Source: an optimization exercise on an open RTL-to-GDS flow (aim: small area). Production flows keep margins and buffers that such runs may drop.
Function was checked by simulation only, so behaviour that the tests miss may differ from the original.
No activity file was given, so power comes from the tool's default toggle rates.

`flow/design.v`:
```
module proc_pc(
    input nrst,
    input [31:0] pc,
    input [31:0] new_pc,
    input pc_src,            
    output [31:0] d
    );
    wire [31:0] inc;
    wire [32:2] c;
    assign c[2] = 1'b1;
    assign inc[1:0] = pc[1:0];
    genvar i;
    generate
        for (i = 2; i < 32; i = i + 1) begin : g_inc
            if (i == 2) begin : g_first
                g_inv n(.a(pc[i]), .y(inc[i]));
                assign c[i+1] = pc[i];
            end else begin : g_rest
                g_ha h(.a(pc[i]), .b(c[i]), .s(inc[i]), .co(c[i+1]));
            end
        end
    endgenerate
    wire e_new = nrst & pc_src;
    wire e_inc = nrst & !pc_src;
    generate
        for (i = 0; i < 32; i = i + 1) begin : g_d
            g_a22o m(.a(e_new), .b(new_pc[i]), .c(e_inc), .d(inc[i]), .y(d[i]));
        end
    endgenerate
endmodule
module g_inv(input a, output y);
    assign y = !a;
endmodule
module g_nand2(input a, input b, output y);
    assign y = !(a & b);
endmodule
module g_and2(input a, input b, output y);
    assign y = a & b;
endmodule
module g_xor2(input a, input b, output y);
    assign y = a ^ b;
endmodule
module g_xnor2(input a, input b, output y);
    assign y = !(a ^ b);
endmodule
module g_nand3(input a, input b, input c, output y);
    assign y = !(a & b & c);
endmodule
module g_nand4(input a, input b, input c, input d, output y);
    assign y = !(a & b & c & d);
endmodule
module g_nor2(input a, input b, output y);
    assign y = !(a | b);
endmodule
module g_nor4(input a, input b, input c, input d, output y);
    assign y = !(a | b | c | d);
endmodule
module g_or3(input a, input b, input c, output y);
    assign y = a | b | c;
endmodule
module g_a21o(input a, input b, input c, output y);
    assign y = (a & b) | c;
endmodule
module g_a22o(input a, input b, input c, input d, output y);
    assign y = (a & b) | (c & d);
endmodule
module g_a221o(input a, input b, input c, input d, input e, output y);
    assign y = (a & b) | (c & d) | e;
endmodule
module g_a222oi(input a, input b, input c, input d, input e, input f, output y);
    assign y = !((a & b) | (c & d) | (e & f));
endmodule
module g_ha(input a, input b, output s, output co);
    assign s = a ^ b;
    assign co = a & b;
endmodule
module rf_rdbit(input [30:0] d, input [30:0] s, output y);
    wire [10:0] t;
    wire [2:0] u;
    genvar k;
    generate
        for (k = 0; k < 10; k = k + 1) begin : g_t
            g_a222oi a(.a(s[3*k]), .b(d[3*k]), .c(s[3*k+1]), .d(d[3*k+1]),
                       .e(s[3*k+2]), .f(d[3*k+2]), .y(t[k]));
        end
    endgenerate
    g_nand2 n0(.a(s[30]), .b(d[30]), .y(t[10]));
    g_nand4 n1(.a(t[0]), .b(t[1]), .c(t[2]), .d(t[3]), .y(u[0]));
    g_nand4 n2(.a(t[4]), .b(t[5]), .c(t[6]), .d(t[7]), .y(u[1]));
    g_nand3 n3(.a(t[8]), .b(t[9]), .c(t[10]), .y(u[2]));
    g_or3 o(.a(u[0]), .b(u[1]), .c(u[2]), .y(y));
endmodule
module rf_dec(input [4:0] a, output [30:0] sel);
    wire [3:0] hn;
    wire [7:0] ln;
    genvar h, l, k;
    generate
        for (h = 0; h < 4; h = h + 1) begin : g_h
            assign hn[h] = a[4:3] != h;
        end
        for (l = 0; l < 8; l = l + 1) begin : g_l
            assign ln[l] = a[2:0] != l;
        end
        for (k = 1; k < 32; k = k + 1) begin : g_k
            g_nor2 n(.a(hn[k/8]), .b(ln[k%8]), .y(sel[k-1]));
        end
    endgenerate
endmodule
module proc_rf(
    input [31*64-1:0] d,
    input [30:0] sel,
    output [63:0] rdata
    );
    genvar j, k;
    generate
        for (j = 0; j < 64; j = j + 1) begin : g_bit
            wire [30:0] col;
            for (k = 0; k < 31; k = k + 1) begin : g_col
                assign col[k] = d[64*k+j];
            end
            rf_rdbit b(.d(col), .s(sel), .y(rdata[j]));
        end
    endgenerate
endmodule
module add_chain8(input [7:0] p, input [7:0] g, input ci, output [7:0] c);
    assign c[0] = ci;
    genvar k;
    generate
        for (k = 0; k < 7; k = k + 1) begin : g_c
            g_a21o a(.a(p[k]), .b(c[k]), .c(g[k]), .y(c[k+1]));
        end
    endgenerate
endmodule
module add_gp8(input [7:0] p, input [7:0] g, output gg, output pp);
    wire [7:0] c;
    assign c[0] = g[0];
    genvar k;
    generate
        for (k = 1; k < 8; k = k + 1) begin : g_c
            g_a21o a(.a(p[k]), .b(c[k-1]), .c(g[k]), .y(c[k]));
        end
    endgenerate
    assign gg = c[7];
    wire n0, n1;
    g_nand4 a0(.a(p[0]), .b(p[1]), .c(p[2]), .d(p[3]), .y(n0));
    g_nand4 a1(.a(p[4]), .b(p[5]), .c(p[6]), .d(p[7]), .y(n1));
    g_nor2 a2(.a(n0), .b(n1), .y(pp));
endmodule
module add_carry #(parameter N = 8) (input [8*N-1:0] p, input [8*N-1:0] g, input ci, output [8*N-1:0] c);
    wire [N:0] gc;
    assign gc[0] = ci;
    genvar j;
    generate
        for (j = 0; j < N; j = j + 1) begin : g_grp
            add_chain8 ch(.p(p[8*j +: 8]), .g(g[8*j +: 8]), .ci(gc[j]), .c(c[8*j +: 8]));
            if (j < N - 1) begin : g_la
                wire gg, pp;
                add_gp8 gp(.p(p[8*j +: 8]), .g(g[8*j +: 8]), .gg(gg), .pp(pp));
                g_a21o la(.a(pp), .b(gc[j]), .c(gg), .y(gc[j+1]));
            end
        end
    endgenerate
endmodule
module processor_v3
    #(  parameter DATA_DEP = 512,
        parameter PROG_ADDR_WID = 30,
        parameter DATA_ADDR_WID = 29
    )
    (
        input clk,
        input nrst,
        input [31:0] inst,
        input [63:0] rdata,
        output [31:0] pc,
        output [31:0] addr,
        output wr_en,
        output [63:0] wdata,
        output [7:0] wmask,
        output [63:0] ALUop1,
        output [63:0] ALUop2,
        output [63:0] ALUres,
        output [63:0] RFwrdata,
        output RFwren
    );
    reg RFi_wren;
    reg [4:0] RFi_rd;
    reg [63:0] RFi_wrdata;
    wire [63:0] RFo_rs1data;
    wire [63:0] RFo_rs2data;
    reg [31:0] PCi_newpc;
    reg PCi_pcsrc;
    reg mem_wren;
    reg [63:0] mem_wrdata;
    reg [2:0] mem_wrmask;        
    reg [31:0] ID_inst;
    reg ID_valid;                
    reg [31:0] IFf_pc;
    reg [63:0] ALU_op1;
    reg [63:0] ALU_op2;
    reg [63:0] ALU_res;
    reg [2:0] ALU_mode;
    reg IDf_RF_wren, ALUf_RF_wren;
    reg [4:0] IDf_RF_rd, ALUf_RF_rd;
    reg [2:0] IDf_RF_wrmask, ALUf_RF_wrmask;    
    reg IDf_RF_u, ALUf_RF_u;
    reg IDf_RF_data_sel, ALUf_RF_data_sel;
    reg [63:0] IDf_mem_wrdata;
    reg IDf_mem_wren;
    reg [2:0] IDf_mem_wrmask;
    assign addr = {ALU_res[31:3], 3'd0};
    assign wr_en = mem_wren;
    assign wdata = mem_wrdata;
    assign wmask = {{4{mem_wrmask[2]}}, {2{mem_wrmask[1]}}, {2{mem_wrmask[0]}}};
    assign ALUop1 = ALU_op1;
    assign ALUop2 = ALU_op2;
    assign ALUres = ALU_res;
    assign RFwrdata = RFi_wrdata;
    assign RFwren = RFi_wren;
    genvar gi, gj;
    wire [31*64-1:0] rf_q;
    wire [63:0] rf_wd = RFi_wrdata;
    wire [3:0] wr_hn;
    wire [7:0] wr_ln;
    generate
        for (gi = 0; gi < 4; gi = gi + 1) begin : g_wh
            assign wr_hn[gi] = !(nrst & RFi_wren & (RFi_rd[4:3] == gi));
        end
        for (gi = 0; gi < 8; gi = gi + 1) begin : g_wl
            assign wr_ln[gi] = RFi_rd[2:0] != gi;
        end
    endgenerate
    generate
        for (gi = 1; gi < 32; gi = gi + 1) begin : g_row
            wire we, nwe;
            g_nor2 w(.a(wr_hn[gi/8]), .b(wr_ln[gi%8]), .y(we));
            g_nor2 nw(.a(we), .b(!nrst), .y(nwe));
            wire [63:0] d;
            reg [63:0] q;
            for (gj = 0; gj < 64; gj = gj + 1) begin : g_b
                g_a22o h(.a(we), .b(rf_wd[gj]), .c(nwe), .d(q[gj]), .y(d[gj]));
            end
            always @(posedge clk)
                q <= d;
            assign rf_q[64*(gi-1) +: 64] = q;
        end
    endgenerate
    wire [30:0] sel1, sel2;
    rf_dec D1(.a(ID_inst[19:15]), .sel(sel1));
    rf_dec D2(.a(ID_inst[24:20]), .sel(sel2));
    proc_rf RP1(.d(rf_q), .sel(sel1), .rdata(RFo_rs1data));
    proc_rf RP2(.d(rf_q), .sel(sel2), .rdata(RFo_rs2data));
    wire [6:0] opc = {ID_inst[6:1], ID_inst[0] & ID_valid};
    wire [2:0] f3 = ID_inst[14:12];
    wire [6:0] f7 = ID_inst[31:25];
    wire is_ld   = opc == 7'b0000011;
    wire is_st   = opc == 7'b0100011;
    wire is_ar   = opc == 7'b0110011;
    wire is_ai   = opc == 7'b0010011;
    wire is_br   = opc == 7'b1100011;
    wire is_jal  = opc == 7'b1101111;
    wire is_jalr = opc == 7'b1100111;
    wire is_j    = is_jal | is_jalr;
    wire wr_rf   = is_ld | is_ar | is_ai | is_j;
    wire use_rs1 = is_ld | is_st | is_ar | is_ai | is_br;
    wire rs_eq;
    pipe_eq EQ(.a(RFo_rs1data), .b(RFo_rs2data), .y(rs_eq));
    wire taken = is_br & ((f3 == 3'b000 & rs_eq) | (f3 == 3'b001 & !rs_eq));
    wire redirect = taken | is_j;
    wire t_rs = is_jalr;
    wire t_pc = !is_jalr;
    wire [31:0] tgt_base;
    generate
        for (gi = 0; gi < 32; gi = gi + 1) begin : g_tb
            g_a22o m(.a(t_rs), .b(RFo_rs1data[gi]), .c(t_pc), .d(IFf_pc[gi]), .y(tgt_base[gi]));
        end
    endgenerate
    wire [31:0] tgt_off = is_jalr ? {{20{ID_inst[31]}}, ID_inst[31:20]} :
                          is_jal  ? {{12{ID_inst[31]}}, ID_inst[19:12], ID_inst[20], ID_inst[30:21], 1'b0} :
                                    {{20{ID_inst[31]}}, ID_inst[7], ID_inst[30:25], ID_inst[11:8], 1'b0};
    wire [31:0] tgt;
    pipe_add32 TGT(.a(tgt_base), .b(tgt_off), .y(tgt));
    wire np_en = redirect;
    wire np_hold = !redirect;
    wire [31:0] newpc_d;
    generate
        for (gi = 0; gi < 32; gi = gi + 1) begin : g_np
            g_a22o m(.a(np_en), .b(tgt[gi]), .c(np_hold), .d(PCi_newpc[gi]), .y(newpc_d[gi]));
        end
    endgenerate
    wire [31:0] pc_d;
    proc_pc PC(.nrst(nrst), .pc(pc), .new_pc(PCi_newpc), .pc_src(PCi_pcsrc), .d(pc_d));
    reg [31:0] r_pc;
    assign pc = r_pc;
    wire o1_rs = nrst & use_rs1;
    wire o1_pc = nrst & is_j;
    wire o1_h  = nrst & !(use_rs1 | is_j);
    wire [63:0] op1_d;
    generate
        for (gi = 0; gi < 32; gi = gi + 1) begin : g_o1l
            wire n;
            g_a222oi m(.a(o1_rs), .b(RFo_rs1data[gi]), .c(o1_pc), .d(IFf_pc[gi]), .e(o1_h), .f(ALU_op1[gi]), .y(n));
            g_inv i(.a(n), .y(op1_d[gi]));
        end
        for (gi = 32; gi < 64; gi = gi + 1) begin : g_o1h
            g_a22o m(.a(o1_rs), .b(RFo_rs1data[gi]), .c(o1_h), .d(ALU_op1[gi]), .y(op1_d[gi]));
        end
    endgenerate
    wire use_rs2 = is_ar | is_br;
    wire use_imm = is_ld | is_ai | is_st;
    wire o2_rs = nrst & use_rs2;
    wire o2_h  = nrst & !(use_rs2 | use_imm | is_j);
    wire o2_sx = nrst & use_imm & ID_inst[31];
    wire [63:0] op2_d;
    wire [11:0] imm12 = is_st ? {ID_inst[31:25], ID_inst[11:7]} : ID_inst[31:20];
    wire [11:0] op2_lo = use_imm ? imm12 : is_j ? 12'd4 : use_rs2 ? RFo_rs2data[11:0] : ALU_op2[11:0];
    assign op2_d[11:0] = nrst ? op2_lo : 12'd0;
    generate
        for (gi = 12; gi < 64; gi = gi + 1) begin : g_o2h
            g_a221o m(.a(o2_rs), .b(RFo_rs2data[gi]), .c(o2_h), .d(ALU_op2[gi]), .e(o2_sx), .y(op2_d[gi]));
        end
    endgenerate
    wire sd_en = nrst & is_st;
    wire sd_h = nrst & !is_st;
    wire [63:0] sdata_d;
    generate
        for (gi = 0; gi < 64; gi = gi + 1) begin : g_sd
            g_a22o m(.a(sd_en), .b(RFo_rs2data[gi]), .c(sd_h), .d(IDf_mem_wrdata[gi]), .y(sdata_d[gi]));
        end
    endgenerate
    wire [63:0] alu_n;           
    pipe_alu ALU(.mode(ALU_mode), .a(ALU_op1), .b(ALU_op2), .yn(alu_n));
    wire [63:0] wb_data;
    pipe_wb WB(.nrst(nrst), .sel(ALUf_RF_data_sel), .res(ALU_res), .rdata(rdata),
               .mask(ALUf_RF_wrmask), .u(ALUf_RF_u), .y(wb_data));
    always @(posedge clk) begin
        r_pc <= pc_d;
        PCi_newpc <= newpc_d;
        ALU_op1 <= op1_d;
        ALU_op2 <= op2_d;
        IDf_mem_wrdata <= sdata_d;
        RFi_wrdata <= wb_data;
        ALU_res <= ~alu_n & {64{nrst}};
        mem_wrdata <= IDf_mem_wrdata & {64{nrst}};
    end
    always @(posedge clk) begin
        if (!nrst) begin
            RFi_wren <= 0;
            PCi_pcsrc <= 0;
            mem_wren <= 0;
            mem_wrmask <= 0;
            ALU_mode <= 0;
            IDf_RF_wren <= 0;
            ALUf_RF_wren <= 0;
            IDf_RF_wrmask <= 0;
            ALUf_RF_wrmask <= 0;
            IDf_mem_wren <= 0;
            IDf_mem_wrmask <= 0;
            ID_valid <= 0;
        end else begin
            RFi_wren <= ALUf_RF_wren;
            mem_wren <= IDf_mem_wren;
            mem_wrmask <= IDf_mem_wrmask;
            ALUf_RF_wren <= IDf_RF_wren;
            ALUf_RF_wrmask <= IDf_RF_wrmask;
            if (is_ld | is_st | is_ai | is_j)
                ALU_mode <= 3'd0;
            else if (is_ar) begin
                if (f3 == 3'b000 && f7 == 7'b0000000) ALU_mode <= 3'd0;
                else if (f3 == 3'b000 && f7 == 7'b0100000) ALU_mode <= 3'd1;
                else if (f3 == 3'b111) ALU_mode <= 3'd2;
                else if (f3 == 3'b110) ALU_mode <= 3'd3;
                else if (f3 == 3'b100) ALU_mode <= 3'd4;
                else if (f3 == 3'b010) ALU_mode <= 3'd5;
            end
            if (wr_rf)
                IDf_RF_wren <= 1'b1;
            else if (is_st | is_br)
                IDf_RF_wren <= 1'b0;
            if (is_ld) begin
                case (f3)
                    3'b011: IDf_RF_wrmask <= 3'b111;
                    3'b010, 3'b110: IDf_RF_wrmask <= 3'b011;
                    3'b001, 3'b101: IDf_RF_wrmask <= 3'b001;
                    default: ;
                endcase
            end else if (is_ar | is_ai | is_j)
                IDf_RF_wrmask <= 3'b111;
            if (is_st)
                IDf_mem_wren <= 1'b1;
            else if (is_ld | is_ar | is_ai | is_br | is_j)
                IDf_mem_wren <= 1'b0;
            if (is_ld)
                IDf_mem_wrmask <= 3'b000;
            else if (is_st) begin
                case (f3)
                    3'b011: IDf_mem_wrmask <= 3'b111;
                    3'b010: IDf_mem_wrmask <= 3'b011;
                    3'b001: IDf_mem_wrmask <= 3'b001;
                    default: ;
                endcase
            end
            if (redirect)
                PCi_pcsrc <= 1'b1;
            else if (is_ld | is_st | is_ar | is_ai)
                PCi_pcsrc <= 1'b0;
            ID_valid <= 1'b1;
        end
    end
    always @(posedge clk) begin
        ID_inst <= inst;
        IFf_pc <= pc;
        RFi_rd <= ALUf_RF_rd;
        ALUf_RF_rd <= IDf_RF_rd;
        ALUf_RF_u <= IDf_RF_u;
        ALUf_RF_data_sel <= IDf_RF_data_sel;
        if (wr_rf)
            IDf_RF_rd <= ID_inst[11:7];
        if (is_ld)
            IDf_RF_data_sel <= 1'b0;
        else if (is_ar | is_ai | is_j)
            IDf_RF_data_sel <= 1'b1;
        if (is_ld) begin
            case (f3)
                3'b011, 3'b110, 3'b101: IDf_RF_u <= 1'b1;
                3'b010, 3'b001: IDf_RF_u <= 1'b0;
                default: ;
            endcase
        end else if (is_ar | is_ai | is_j)
            IDf_RF_u <= 1'b1;
    end
endmodule
module pipe_alu(input [2:0] mode, input [63:0] a, input [63:0] b, output [63:0] yn);
    wire sub = mode == 3'd1 || mode == 3'd5;
    wire k_sum = mode == 3'd0 || mode == 3'd1;
    wire k_g = mode == 3'd2 || mode == 3'd3;      
    wire k_p = mode == 3'd3 || mode == 3'd4;      
    wire k_slt = mode == 3'd5;
    wire [63:0] bx, p, g, c, s;
    genvar i;
    generate
        for (i = 0; i < 64; i = i + 1) begin : g_bit
            g_xor2 x0(.a(b[i]), .b(sub), .y(bx[i]));
            g_xor2 x1(.a(a[i]), .b(bx[i]), .y(p[i]));
            g_and2 a0(.a(a[i]), .b(bx[i]), .y(g[i]));
            g_xor2 x2(.a(p[i]), .b(c[i]), .y(s[i]));
        end
    endgenerate
    add_carry #(.N(8)) CY(.p(p), .g(g), .ci(sub), .c(c));
    wire slt = (a[63] ^ b[63]) ? a[63] : s[63];
    assign yn[0] = !((k_sum & s[0]) | (k_g & g[0]) | (k_p & p[0]) | (k_slt & slt));
    generate
        for (i = 1; i < 64; i = i + 1) begin : g_out
            g_a222oi m(.a(k_sum), .b(s[i]), .c(k_g), .d(g[i]), .e(k_p), .f(p[i]), .y(yn[i]));
        end
    endgenerate
endmodule
module pipe_wb(input nrst, input sel, input [63:0] res, input [63:0] rdata, input [2:0] mask, input u,
               output [63:0] y);
    wire [2:0] ms = {3{nrst & sel}} & mask;
    wire [2:0] mr = {3{nrst & !sel}} & mask;
    wire src15 = sel ? res[15] : rdata[15];
    wire src31 = sel ? res[31] : rdata[31];
    wire sx = nrst & !u;
    wire e1 = sx & !mask[1] & mask[0] & src15;
    wire e2 = sx & !mask[2] & (mask[1] ? src31 : mask[0] & src15);
    genvar i;
    generate
        for (i = 0; i < 16; i = i + 1) begin : g_r0
            g_a22o m(.a(ms[0]), .b(res[i]), .c(mr[0]), .d(rdata[i]), .y(y[i]));
        end
        for (i = 16; i < 32; i = i + 1) begin : g_r1
            g_a221o m(.a(ms[1]), .b(res[i]), .c(mr[1]), .d(rdata[i]), .e(e1), .y(y[i]));
        end
        for (i = 32; i < 64; i = i + 1) begin : g_r2
            g_a221o m(.a(ms[2]), .b(res[i]), .c(mr[2]), .d(rdata[i]), .e(e2), .y(y[i]));
        end
    endgenerate
endmodule
module pipe_eq(input [63:0] a, input [63:0] b, output y);
    wire [63:0] d;
    wire [31:0] e2;
    wire [7:0] n8;
    wire [1:0] e32;
    genvar i;
    generate
        for (i = 0; i < 64; i = i + 1) begin : g_d
            g_xor2 x(.a(a[i]), .b(b[i]), .y(d[i]));
        end
        for (i = 0; i < 32; i = i + 1) begin : g_e2
            g_nor2 n(.a(d[2*i]), .b(d[2*i+1]), .y(e2[i]));
        end
        for (i = 0; i < 8; i = i + 1) begin : g_n8
            g_nand4 n(.a(e2[4*i]), .b(e2[4*i+1]), .c(e2[4*i+2]), .d(e2[4*i+3]), .y(n8[i]));
        end
        for (i = 0; i < 2; i = i + 1) begin : g_e32
            g_nor4 n(.a(n8[4*i]), .b(n8[4*i+1]), .c(n8[4*i+2]), .d(n8[4*i+3]), .y(e32[i]));
        end
    endgenerate
    g_and2 o(.a(e32[0]), .b(e32[1]), .y(y));
endmodule
module pipe_add32(input [31:0] a, input [31:0] b, output [31:0] y);
    wire [31:0] p, g, c;
    genvar i;
    generate
        for (i = 0; i < 32; i = i + 1) begin : g_bit
            g_xor2 x1(.a(a[i]), .b(b[i]), .y(p[i]));
            g_and2 a0(.a(a[i]), .b(b[i]), .y(g[i]));
            g_xor2 x2(.a(p[i]), .b(c[i]), .y(y[i]));
        end
    endgenerate
    add_carry #(.N(4)) CY(.p(p), .g(g), .ci(1'b0), .c(c));
endmodule
```
`flow/config.mk`:
```
export PLATFORM = sky130hd
export DESIGN_NAME = processor_v3
export DESIGN_NICKNAME = processor_v3
export VERILOG_FILES = /design/flow/design.v
export SDC_FILE = /design/flow/constraint.sdc
export NUM_CORES = 8
export LEC_CHECK = 0
export CAP_MARGIN = 20
export CORE_MARGIN = 2
export CORE_UTILIZATION = 40
export SLEW_MARGIN = 20
export SYNTH_HIERARCHICAL = 1
```
`flow/standard.sh`:
```
#!/bin/bash
# synth_recipe.tcl (not shown) runs the flow's synth.tcl, then flattens the netlist and writes it again
# the make line also repeats each setting of config.mk as NAME=value (left out here)
make -C /OpenROAD-flow-scripts/flow DESIGN_CONFIG=/design/flow/config.mk WORK_HOME=/design/flow/orfs CLKGATE_MAP_FILE= SYNTH_SCRIPT=/design/flow/synth_recipe.tcl "${@:-finish}"
```
`flow/constraint.sdc`:
```
create_clock -name core_clock -period 8.5 [get_ports {clk}]
set_input_delay 1.7000 -clock core_clock [delete_from_list [all_inputs] [get_ports {clk}]]
set_output_delay 1.7000 -clock core_clock [all_outputs]
set_load 0.01 [all_outputs]
```
`flow/flow/run.sh`:
```
#!/bin/bash
# Layout: the standard flow (standard synthesis, floorplan, power grid,
# placement, CTS, routing), with three changes to how the layout is made:
#  - the port buffers are the platform's smallest buffer, buf_1, instead of
#    the one buffer_ports picks by default (clkdlybuf4s50_1);
#  - clock tree synthesis clusters the flip-flops into larger groups per
#    leaf buffer (clkbuf_8 only) and inserts no dummy loads.
# Every tool's output goes to the ORFS logs under orfs/logs/; make's own
# output goes to make_standard.log in this folder.
set -euo pipefail
export BUFFER_PORTS_ARGS="-buffer_cell sky130_fd_sc_hd__buf_1"
export CTS_ARGS="-sink_clustering_enable -repair_clock_nets -dont_use_dummy_load -sink_clustering_size 14 -sink_clustering_max_diameter 60 -buf_list sky130_fd_sc_hd__clkbuf_8"
bash standard.sh > make_standard.log 2>&1
```
==> flow_summary.ini, run 1 <==
[placement]
dp_hpwl_mm = 312
dp.cells = 12100
gp_congestion = 0.982
dp_slack_ns = 1.33
port_buffers = 488

[detailed_routing]
firstDrtPassIters = 15
num_vias = 97000
routed_wl_mm = 505
avgViaCountPerCell = 7.87
drc_errors = 0
drt_iter0_drc = 23100
ant_nets = 0
wl_per_cell_um = 41.0

[floorplanning]
start_util_pct = 40.3
die_area_mm2 = 0.247
fp.dieW_um = 497
io_pins = 492
die_h_um = 497
coreArea_mm2 = 0.241
rows = 180

[cts]
h-tree-depth = 4
cts-root-buf = clkbuf_8
cts-buffers-inserted = 214
clock-sinks = 2537
postCtsSetupBuffers = 0
hold_buffers = 0
clk_latency_ns = 1.11
cts_tree = built
path_clk_slew_ns = 0.10
clk_path_buf_depth = 3
cts_resized = 0

[hold_path]
hp-class = flop to flop

[job]
drv_cap = 0

[layout]
syn2layout_area_growth_pct = 12.8
stdcell_count = 12300
drive_above_1_share_pct = 7.83
n_fill_cell = 22100
fin_nets = 9243

[setup_path]
worstPathArrival_ns = 8.37
crit_path_start_kind = flop
cp_max_fo = 26
cp.required_ns = 9.46
end_kind = flop
critical_path_class = flop to flop

[yosys]
syn_inst = 8166
netlist_area_mm2 = 0.0971
avgSynthCellArea_um2 = 11.9
ys_warn_count = 7

[sta]
final.setup.worst_slack_ns = 1.10
skew_ns = 0.164
fin_hold_ws_ns = 0.331
rsz0062_at_grt = no
drv_slew = 0
hold_viol_final = 0
period_share_pct = 87.1
fmax_ghz = 0.135
max_slew.worst_pin.slew_ns = 1.32
timing.slew.headroom_pct = 11.6
setup_viol = 0
min_period_ns = 7.40
setup-tns-final_ns = 0

[pwr]
leakagePower_uw = 0.0424
power_per_cell_area_mw_per_mm2 = 175
p_total_uw = 19200
ir_worst_vdd_mv = 0.152

[status]
status = timing/DRC/antenna clean

[global_route]
globalRouteOverflowTotal = 0
grt_usage_pct = 38.7
grt_max_degree = 65
antenna_found_initial = 38
grt_pass1_vias = 92200
grt_pass1_wl_mm = 693
[power by group]
group | internal (µW) | total, µW | leakage, µW | switching (µW)
sequential | 11900 | 12000 | 0.0205 | 54.6
clock | 2230 | 6350 | 0.00154 | 4120
combinational | 126 | 855 | 0.0203 | 728
total | 14300 | 19200 | 0.0424 | 4900
[stage by stage]
| stage | instance area, µm² | utilization [%] |
|---|---|---|
| after global routing | 109000 | 45.4 |
| after global placement | 106000 | 44.0 |
| after CTS | 109000 | 45.3 |
| after floorplan | 97100 | - |
| after detailed placement | 106000 | 44.1 |
| final | 109000 | 45.4 |
[area by class of cell]
class                           count  area (µm²)  area share (%)
Clock buffer                      214        2950            2.69
Sequential cell                  2537       50900            46.5
Antenna cell                       24        60.1          0.0549
Inverter                           42         165           0.151
Tap cell                         3185        3990            3.64
Timing Repair Buffer              814        4820            4.41
Multi-Input combinational cell   5507       46600            42.6
[state kept, by name, summed over array words and instances (netlist names), 5 cells and up]
signal and count:
g_row.q 1984, PCi_newpc 32, ALU_op2 64, r_pc 32, RFi_wrdata 64, ALU_op1 64
IFf_pc 32, RFi_rd 5, mem_wrdata 64, IDf_RF_rd 5, ALUf_RF_rd 5, ID_inst 32
IDf_mem_wrdata 64, ALU_res 64
[metal layers]
metal | track usage, % | share of wire (%) | routed length, µm
met1 | 47.7 | 36 | 180000
met2 | 54.3 | 40 | 201000
met3 | 16.6 | 16 | 81900
met4 | 26.2 | 8.1 | 41100
met5 | 0.309 | 0.080 | 402
[layout by cell type (no fill, tap or decap), drive strengths merged, types with 7 or more instances in the layout]
| master | count |
|---|---|
| nand3 | 137 |
| a22oi | 7 |
| a22o | 2193 |
| dfxtp | 2531 |
| ha | 29 |
| nor2 | 256 |
| inv | 42 |
| nand2b | 14 |
| and2 | 174 |
| a222oi | 1375 |
| a21o | 164 |
| xor2 | 322 |
| nand4 | 285 |
| or3b | 8 |
| a221o | 100 |
| a21oi | 33 |
| nand2 | 163 |
| buf | 813 |
| o21ai | 24 |
| a41o | 8 |
| and3 | 7 |
| nand3b | 13 |
| diode | 24 |
| or3 | 136 |
| clkbuf | 215 |
[path summary, 6_finish.rpt]
path / from / to / slack, ns / cells past startpoint
min: ALUf_RF_rd[4] / RFi_rd[4] / 0.33 / 0
max reg2reg: ID_inst[19] / PCi_newpc[31] / 1.10 / 26
max: ID_inst[19] / PCi_newpc[31] / 1.10 / 26
min reg2reg: ALUf_RF_rd[4] / RFi_rd[4] / 0.33 / 0
[critical path, cell delays in order (launching register included)]
cell	delay, ns
dfxtp_1	0.48
nand2b_1	0.73
nor2_4	0.41
buf_4	0.40
a222oi_1	0.43
nand4_1	0.43
or3_1	0.66
a22o_1	0.28
xor2_1	0.19
a21o_1	0.22
a21o_1	0.16
a21o_1	0.16
a21o_1	0.15
a21o_1	0.16
a21o_1	0.15
a21o_1	0.14
a21o_1	0.21
a21o_1	0.24
a21o_1	0.20
a21o_1	0.18
a21o_1	0.18
a21o_1	0.18
a21o_1	0.18
a21o_1	0.18
a21o_1	0.16
xor2_1	0.15
a22o_1	0.21
==> inputs of run 2 (changes only) <==
--- a/flow/config.mk
+++ b/flow/config.mk
@@ -10,2 +10,3 @@
 export CORE_UTILIZATION = 40
+export PLACE_DENSITY = 0.7
 export SLEW_MARGIN = 20
==> flow_summary.ini, run 2 <==
[setup_path]
critical_path_class = flop to flop
r2r_start = ALU_mode[0]
crit_start = ALU_mode[0]
cp_max_fo = 18
critPathMaxStageDelay_ns = 0.65
end_kind = flop
crit_slowest_cell = nor2b_4
worstPathArrival_ns = 8.59
crit_path_start_kind = flop
cp.required_ns = 9.38
worst_path_most_repeated_cell = a21o_1

[detailed_routing]
wl_per_cell_um = 39.9
ant_nets = 0
drc_errors = 0
drt_iter0_drc = 25900
routed_wl_mm = 491
firstDrtPassIters = 22
num_vias = 99300
avgViaCountPerCell = 8.07

[floorplanning]
start_util_pct = 40.3
die_area_mm2 = 0.247
io_pins = 492
die_h_um = 497
fp.dieW_um = 497
coreArea_mm2 = 0.241
rows = 180

[cts]
clock-sinks = 2537
clk_path_buf_depth = 3
h-tree-depth = 4
cts_resized = 0
clk_latency_ns = 1.12
postCtsSetupBuffers = 0
cts-root-buf = clkbuf_8
path_clk_slew_ns = 0.09
cts_tree = built
cts-buffers-inserted = 211
hold_buffers = 0

[pwr]
leakagePower_uw = 0.0422
ir_worst_vdd_mv = 0.138
power_per_cell_area_mw_per_mm2 = 175

[placement]
dp_hpwl_mm = 294
dp_slack_ns = 1.22
gp_congestion = 0.979
port_buffers = 488

[sta]
setup-tns-final_ns = 0
setup_viol = 0
rsz0062_at_grt = no
hold_viol_final = 0
fmax_ghz = 0.130
skew_ns = 0.231
timing.slew.headroom_pct = 11.3
drv_slew = 0
min_period_ns = 7.71
max_slew.worst_pin.slew_ns = 1.33
final.setup.worst_slack_ns = 0.791
period_share_pct = 90.7

[global_route]
grt_usage_pct = 37.3
grt_max_degree = 66
grt_pass1_vias = 93500
globalRouteOverflowTotal = 0
antenna_found_initial = 36
grt_pass1_wl_mm = 676

[layout]
mostFrequentLayoutCells = dfxtp_1, a22o_1, a222oi_1
seq_area_mm2 = 0.0509
final_common_cell = dfxtp_1
syn2layout_area_growth_pct = 12.5
drive_above_1_share_pct = 7.60
largest_register_ffs = 1984
regMostFlops = g_row.q
multi_input_area_mm2 = 0.0466
fin_nets = 9223
n_fill_cell = 22100

[yosys]
netlist_area_mm2 = 0.0971
avgSynthCellArea_um2 = 11.9
syn_inst = 8166
ys_warn_count = 7

[job]
drv_cap = 0

[hold_path]
min_from = ALUf_RF_rd[0]
hp-class = flop to flop

[status]
status = timing/DRC/antenna clean
run 2: layout make-up:
| type | instances | area share, % |
|---|---|---|
| multi-input combinational | 5507 | 42.7 |
| timing repair buffer | 797 | 4.26 |
| clock buffer | 211 | 2.66 |
| sequential | 2537 | 46.6 |
| tap | 3185 | 3.65 |
| inverter | 42 | 0.149 |
| antenna | 23 | 0.0527 |
run 2: per-stage QoR:
stage	hold WS [ns]	instances	utilization [%]	power, µW	cell area, µm²
6_report	0.259	12300	45.3	19100	109000
5_1_grt	0.278	12300	45.3	19400	109000
4_1_cts	0.273	12300	45.2	18900	109000
3_5_place_dp	0.313	12100	44.0	13000	106000
3_3_place_gp	0.312	12100	44.0	13000	106000
2_1_floorplan	0.310	8170	-	12500	97100
run 2: power breakdown:
group          internal [µW]  total, µW  switching, µW
Sequential             11900      12000           56.7
Combinational            121        858            736
Clock                   2200       6240           4040
run 2: routing by layer:
metal / part of all wire, % / GRT usage (%)
met2: 38 / 51.2
met1: 34 / 44.9
met4: 9.0 / 25.4
met3: 18 / 18.7
met5: 0.25 / 2.49
run 2: critical path, delay by kind of cell (launching register included):
family                    cells  cell delay (ns)
AOI/OAI and AO/OA            21             4.84
and+or+nand+nor               3             0.85
xor gates and xnor gates      3             0.84
DFF                           1             0.51
buffers and inverters         1             0.46
run 2: final timing paths:
path	slack [ns]	cells past startpoint	end
min	0.26	0	RFi_rd[0]
min reg2reg	0.26	0	RFi_rd[0]
max reg2reg	0.79	28	ALU_res[0]
max	0.79	28	ALU_res[0]

[re-timing with driven ports]
How much do the figures lean on ideal ports? The routed layouts below were timed once more, with nothing changed but the port constraints.
Step 1 assumes that a clkbuf_16 drives the clock port and a buf_2 every other input.
Step 2 adds t to the input delays and takes it off the output delays; t is the mean of the earliest and latest rising clock arrival at the registers after step 1. Input paths then give back, and output paths get back, about the clock's delay inside the block.
a / b / c = ideal / step 1 / step 2; a / b = the first two.
run | shift t [ns] | slack for setup (ns) | worst setup path after step 2 | worst register clock-pin slew, ns | worst slew at a driven data input, ns
run 1 | 1.129 | 1.095 / 1.095 / 1.095 | register to register | 0.11 / 0.11 | 0.17
run 2 | 1.119 | 0.791 / 0.791 / 0.791 | register to register | 0.10 / 0.10 | 0.06
After both steps setup and hold are still met in every run listed.
